This is an optimization exercise on Yosys and OpenROAD, whose aim is small area, not a production implementation. Only simulation tests tie the RTL to the original design; equivalence was not proved. No activity file was given, so power comes from the tool's default toggle rates.

Setup of violet:
==> flow/design.v (excerpt) <==
module WS2812_module #(
	parameter FAMILY          = "LIFCL",
	parameter LED_COUNT       = 32,
	parameter CLOCK_FREQUENCY = 38000000
)
(
	input wire				clk_i,
	input wire				resetn_i,
	output reg				led_ctl_o,					 
	output reg				int_o,						 
	output wire				debug_o,
	input wire				apb_penable_i,				 
	input wire				apb_psel_i,					 
	input wire				apb_pwrite_i,				 
	input wire [5:0]  	apb_paddr_i,
	input wire [31:0]	apb_pwdata_i,
	output reg [31:0]	apb_prdata_o,
	output reg				apb_pslverr_o,				 
	output reg				apb_pready_o
);
Size in the first run: about 860 flip-flops, ~80 I/O pins.
==> flow/config.mk <==
export PLATFORM = sky130hd
export DESIGN_NAME = WS2812_module
export DESIGN_NICKNAME = WS2812_module
export VERILOG_FILES = /design/flow/design.v
export SDC_FILE = /design/flow/constraint.sdc
export NUM_CORES = 4
export LEC_CHECK = 0
export CAP_MARGIN = 20
export CORE_MARGIN = 2
export CORE_UTILIZATION = 80
export PLACE_DENSITY = 0.85
export SLEW_MARGIN = 20
export SYNTH_HIERARCHICAL = 1
==> flow/constraint.sdc <==
create_clock -name core_clock -period 26.0 [get_ports {clk_i}]
set_input_delay 5.2000 -clock core_clock [delete_from_list [all_inputs] [get_ports {clk_i}]]
set_output_delay 5.2000 -clock core_clock [all_outputs]
set_load 0.01 [all_outputs]
standard.sh (not shown) runs the stock make flow with config.mk's settings and CLKGATE_MAP_FILE= SYNTH_SCRIPT=/design/flow/synth_recipe.tcl, a recipe that flattens the netlist after the stock synthesis.
==> flow/flow/run.sh <==
#!/bin/bash
# The standard layout (standard.sh, all ORFS steps), with two changes:
#  - port buffers are buf_1 instead of the flow's default choice;
#  - CTS settings below (no dummy loads).
# Each tool's output is in the ORFS logs under orfs/logs; make's output in standard.log.
set -e
export BUFFER_PORTS_ARGS="-buffer_cell sky130_fd_sc_hd__buf_1"
export CTS_ARGS="-sink_clustering_enable -repair_clock_nets -dont_use_dummy_load -buf_list sky130_fd_sc_hd__clkbuf_8 -sink_clustering_size 17 -sink_clustering_max_diameter 60"
bash standard.sh > standard.log 2>&1
violet: no failed stages, no open violations at the end
## Diff of input files: nickel against violet
Settings: PLACE_DENSITY now 0.92, was 0.85; CORE_UTILIZATION now 85, was 80.
diff --git a/flow/flow/run.sh b/flow/flow/run.sh
--- a/flow/flow/run.sh
+++ b/flow/flow/run.sh
@@ -7,3 +7,3 @@
 export BUFFER_PORTS_ARGS="-buffer_cell sky130_fd_sc_hd__buf_1"
-export CTS_ARGS="-sink_clustering_enable -repair_clock_nets -dont_use_dummy_load -buf_list sky130_fd_sc_hd__clkbuf_8 -sink_clustering_size 17 -sink_clustering_max_diameter 60"
+export CTS_ARGS="-sink_clustering_enable -repair_clock_nets -dont_use_dummy_load -buf_list sky130_fd_sc_hd__clkbuf_8 -sink_clustering_size 18 -sink_clustering_max_diameter 50"
 bash standard.sh > standard.log 2>&1
### Flow results
In the metrics for nickel and violet, the one carrying the higher setup slack is violet. Going from violet to nickel, overall power picked up an extra 0.012 mW; die boundary width lost 5.2 um.
diff inputs: nickel => delta
Settings: PLACE_DENSITY changed from 0.92 to 0.85; CORE_UTILIZATION changed from 85 to 80.
diff --git a/flow/flow/run.sh b/flow/flow/run.sh
--- a/flow/flow/run.sh
+++ b/flow/flow/run.sh
@@ -7,3 +7,3 @@
 export BUFFER_PORTS_ARGS="-buffer_cell sky130_fd_sc_hd__buf_1"
-export CTS_ARGS="-sink_clustering_enable -repair_clock_nets -dont_use_dummy_load -buf_list sky130_fd_sc_hd__clkbuf_8 -sink_clustering_size 18 -sink_clustering_max_diameter 50"
+export CTS_ARGS="-sink_clustering_enable -repair_clock_nets -dont_use_dummy_load -buf_list sky130_fd_sc_hd__clkbuf_8 -tree_buf sky130_fd_sc_hd__clkbuf_4 -sink_clustering_size 18 -sink_clustering_max_diameter 50"
 bash standard.sh > standard.log 2>&1
- Max freq nickel -> delta: improved
- Die area grows by a few percent when moving from nickel to delta.
- As far as area occupied by registers goes, nickel and delta are indistinguishable; the numbers are identical.
- Comparing delta and nickel, power dissipated in combinational cells is lower on delta.
- In terms of fraction of final layout cells with drive strength greater than 1, delta and nickel differ only marginally.
- nickel -> delta: final weighted congestion in routability-driven placement decreased by more than 10%
Here is what was changed in the inputs of amber compared with delta.
==> flow/flow/run.sh <==
#!/bin/bash
# The standard layout (standard.sh, all ORFS steps), with two changes:
#  - port buffers are buf_1 instead of the flow's default choice;
#  - CTS settings below (no dummy loads).
# Each tool's output is in the ORFS logs under orfs/logs; make's output in standard.log.
set -e
export BUFFER_PORTS_ARGS="-buffer_cell sky130_fd_sc_hd__buf_1"
export CTS_ARGS="-sink_clustering_enable -repair_clock_nets -dont_use_dummy_load -buf_list sky130_fd_sc_hd__clkbuf_8 -sink_clustering_size 24 -sink_clustering_max_diameter 35"
bash standard.sh > standard.log 2>&1
==> comparison <==
- amber and delta ended up with roughly the same fmax.
- amber against delta; total leakage power is up slightly.
- In amber the time the final worst path needs with I/O delays and setup turned out 0.0053 ns lower than in delta.
- Overall power after layout for amber: 5.1% up relative to delta
- Compared amber vs delta, and utilization is up in amber.
- Comparing amber with delta, the fraction of the cycle the final worst path needs came out essentially unchanged.
#### Input delta (fjord over amber)
diff --git a/flow/flow/run.sh b/flow/flow/run.sh
--- a/flow/flow/run.sh
+++ b/flow/flow/run.sh
@@ -7,3 +7,3 @@
 export BUFFER_PORTS_ARGS="-buffer_cell sky130_fd_sc_hd__buf_1"
-export CTS_ARGS="-sink_clustering_enable -repair_clock_nets -dont_use_dummy_load -buf_list sky130_fd_sc_hd__clkbuf_8 -sink_clustering_size 24 -sink_clustering_max_diameter 35"
+export CTS_ARGS="-sink_clustering_enable -repair_clock_nets -dont_use_dummy_load -buf_list sky130_fd_sc_hd__clkbuf_8 -sink_clustering_size 18 -sink_clustering_max_diameter 50"
 bash standard.sh > standard.log 2>&1
==> comparison <==
Per the final summary, fjord finished and its layout is clean on timing, DRC and antenna.
Post-route cell area in fjord is 1.1% below amber.
Between fjord and amber, the number of non-clock buffers is higher for fjord.
Reported for fjord and amber, compound-cell area share of the yosys netlist turned out identical to the last digit.
Per the comparison of fjord with amber, sequential share of layout area +0.77 points, global-route wire length before repair -about 2.8%, area added between synthesis and finish -1.2 points.
Minimum clock period after layout was lower in the run labelled amber.
In fjord the core utilization turned out 0.98 points lower than in amber.


WS2812_module, a different RTL version from the one above (not shown whole).
For scale: about 860 flip-flops, roughly 24000 um^2 of cells after synthesis.
Design WS2812_module, start of the top module:
module WS2812_module #(
	parameter FAMILY          = "LIFCL",
	parameter LED_COUNT       = 32,
	parameter CLOCK_FREQUENCY = 38000000
)
(
	input wire				clk_i,
	input wire				resetn_i,
	output reg				led_ctl_o,					 
	output reg				int_o,						 
	output wire				debug_o,
	input wire				apb_penable_i,				 
	input wire				apb_psel_i,					 
	input wire				apb_pwrite_i,				 
	input wire [5:0]  	apb_paddr_i,
	input wire [31:0]	apb_pwdata_i,
	output reg [31:0]	apb_prdata_o,
	output reg				apb_pslverr_o,				 
	output reg				apb_pready_o
);
export LEC_CHECK = 0
export CAP_MARGIN = 20
export CORE_MARGIN = 2
export CORE_UTILIZATION = 80
export PLACE_DENSITY = 0.85
export SLEW_MARGIN = 20
export SYNTH_HIERARCHICAL = 1
create_clock -name core_clock -period 26.0 [get_ports {clk_i}]
==> flow/flow/run.sh <==
#!/bin/bash
# The standard layout (standard.sh, all ORFS steps), with two changes:
#  - port buffers are buf_1 instead of the flow's default choice;
#  - CTS settings below (no dummy loads).
# Each tool's output is in the ORFS logs under orfs/logs; make's output in standard.log.
set -e
export BUFFER_PORTS_ARGS="-buffer_cell sky130_fd_sc_hd__buf_1"
export CTS_ARGS="-sink_clustering_enable -repair_clock_nets -dont_use_dummy_load -buf_list sky130_fd_sc_hd__clkbuf_16 -sink_clustering_size 30 -sink_clustering_max_diameter 45"
bash standard.sh > standard.log 2>&1
The starting point ran to the end with no violations.
Next try:
--- a/flow/flow/run.sh
+++ b/flow/flow/run.sh
@@ -6,4 +6,4 @@
 set -e
 export BUFFER_PORTS_ARGS="-buffer_cell sky130_fd_sc_hd__buf_1"
-export CTS_ARGS="-sink_clustering_enable -repair_clock_nets -dont_use_dummy_load -buf_list sky130_fd_sc_hd__clkbuf_16 -sink_clustering_size 30 -sink_clustering_max_diameter 45"
+export CTS_ARGS="-sink_clustering_enable -repair_clock_nets -dont_use_dummy_load -buf_list sky130_fd_sc_hd__clkbuf_8 -sink_clustering_size 20 -sink_clustering_max_diameter 50"
 bash standard.sh > standard.log 2>&1
Die area is unchanged.
Routed wire length is lower by roughly a tenth.
Global-route usage is lower by 3.2 points.
Total power is lower by a little under a tenth.
Cell area is lower by a few percent.
Clock skew is lower by 0.0049 ns.
Next try:
--- a/flow/flow/run.sh
+++ b/flow/flow/run.sh
@@ -6,4 +6,4 @@
 set -e
 export BUFFER_PORTS_ARGS="-buffer_cell sky130_fd_sc_hd__buf_1"
-export CTS_ARGS="-sink_clustering_enable -repair_clock_nets -dont_use_dummy_load -buf_list sky130_fd_sc_hd__clkbuf_8 -sink_clustering_size 20 -sink_clustering_max_diameter 50"
+export CTS_ARGS="-sink_clustering_enable -repair_clock_nets -dont_use_dummy_load -buf_list {sky130_fd_sc_hd__clkbuf_4 sky130_fd_sc_hd__clkbuf_8} -sink_clustering_size 18 -sink_clustering_max_diameter 50"
 bash standard.sh > standard.log 2>&1
Area after synthesis stays the same.
Setup slack degrades by 0.033 ns.
Synthesized cell count is unchanged.
Final area is about the same.
Routed wire length barely changes.
Final cell count is about the same.
Sequential cell count stays the same.
Register-to-register slack degrades by 0.08 ns.
Sequential power hardly moves.
Total power went up by 0.71%.


main:
Another version of the RTL of WS2812_module (not shown whole).
For scale: ~860 flip-flops, ~25000 sq um of cells after synthesis.
==> flow/config.mk <==
export PLATFORM = sky130hd
export DESIGN_NAME = WS2812_module
export DESIGN_NICKNAME = WS2812_module
export VERILOG_FILES = /design/flow/design.v
export SDC_FILE = /design/flow/constraint.sdc
export NUM_CORES = 4
export LEC_CHECK = 0
export CAP_MARGIN = 20
export CORE_MARGIN = 2
export CORE_UTILIZATION = 60
export CTS_BUF_LIST = sky130_fd_sc_hd__clkbuf_8
export CTS_CLUSTER_DIAMETER = 60
export CTS_CLUSTER_SIZE = 20
export SLEW_MARGIN = 20
export SYNTH_HIERARCHICAL = 1
==> flow/constraint.sdc <==
create_clock -name core_clock -period 26.0 [get_ports {clk_i}]
set_input_delay 5.2000 -clock core_clock [delete_from_list [all_inputs] [get_ports {clk_i}]]
set_output_delay 5.2000 -clock core_clock [all_outputs]
set_load 0.01 [all_outputs]
==> flow/flow/run.sh <==
#!/bin/bash
# The standard layout (standard.sh, all ORFS steps), with two changes:
#  - port buffers are buf_1 instead of the flow's default choice;
#  - CTS inserts no dummy loads.
# Each tool's output is in the ORFS logs under orfs/logs; make's output in standard.log.
set -e
export BUFFER_PORTS_ARGS="-buffer_cell sky130_fd_sc_hd__buf_1"
export CTS_ARGS="-sink_clustering_enable -repair_clock_nets -dont_use_dummy_load -buf_list sky130_fd_sc_hd__clkbuf_8 -sink_clustering_size 20 -sink_clustering_max_diameter 60"
bash standard.sh > standard.log 2>&1
main finished all stages; the layout is clean.
Edits applied to the flow inputs when going from main to the feature branch:
- CTS_CLUSTER_DIAMETER: 60 -> unset
- CTS_CLUSTER_SIZE: 20 -> unset
- SLEW_MARGIN: 20 -> 0
- CAP_MARGIN: 20 -> 0
- CTS_BUF_LIST: sky130_fd_sc_hd__clkbuf_8 -> unset
--- a/flow/flow/run.sh
+++ b/flow/flow/run.sh
@@ -2,5 +2,5 @@
 # The standard layout (standard.sh, all ORFS steps), with two changes:
 #  - port buffers are buf_1 instead of the flow's default choice;
-#  - CTS inserts no dummy loads.
+#  - CTS settings below (no dummy loads).
 # Each tool's output is in the ORFS logs under orfs/logs; make's output in standard.log.
 set -e
--- outcome ---
Looking at main and the feature branch, the power is a wash.
Comparing the feature branch with main, the number of cells traversed by the worst hold path came out essentially unchanged.
Going from main to the feature branch, final worst hold slack grows by 16 ps.
Across main and the feature branch, none had a timing, DRC or antenna violation.
Diff main -> the feature branch: average wire per cell in the routed design saw little to no change; post-layout instance area saw little to no change.
Changes observed in the feature branch relative to main: met2 capacity usage during global routing -0.31 points, setup slack about even, max-slew headroom at the worst pin went down 17 points.

static timing again, ports no longer ideal:
The flow's constraints put no driver on any port. The routed layouts listed below were extracted and timed again, unchanged, in two steps. Step 1 (the two cells are an assumption about what drives the block):
set clk [get_ports {clk_i}]
set_driving_cell -lib_cell sky130_fd_sc_hd__clkbuf_16 $clk
set_driving_cell -lib_cell sky130_fd_sc_hd__buf_2 [delete_from_list [all_inputs] $clk]
Step 2, shift: input delay + t, output delay - t, t = (earliest + latest rising clock arrival at the registers) / 2. This alone moves slack from input paths to output paths. a / b / c = no drivers / after step 1 / after step 2; a / b = the first two.
| run | t (ns) | setup slack, ns | worst setup path at the end | cell pins on the clock port's net |
|---|---|---|---|---|
| violet | 0.658 | 14.611 / 14.578 / 14.578 | input to output | 1 |
| nickel | 0.660 | 14.411 / 14.389 / 14.389 | input to output | 1 |
| delta | 0.662 | 14.600 / 14.566 / 14.566 | input to output | 1 |
| amber | 0.639 | 14.605 / 14.573 / 14.573 | input to output | 1 |
| fjord | 0.662 | 14.600 / 14.566 / 14.566 | input to output | 1 |
| the first run of note 2 | 0.607 | 14.164 / 14.145 / 14.145 | input to output | 1 |
| the second run of note 2 | 0.643 | 14.189 / 14.170 / 14.170 | input to output | 1 |
| the third run of note 2 | 0.645 | 14.157 / 14.137 / 14.137 | input to output | 1 |
| main | 0.692 | 14.401 / 14.376 / 14.376 | input to output | 1 |
| the feature branch | 0.697 | 14.403 / 14.379 / 14.379 | input to output | 1 |
After both steps setup and hold are still met in every run listed.
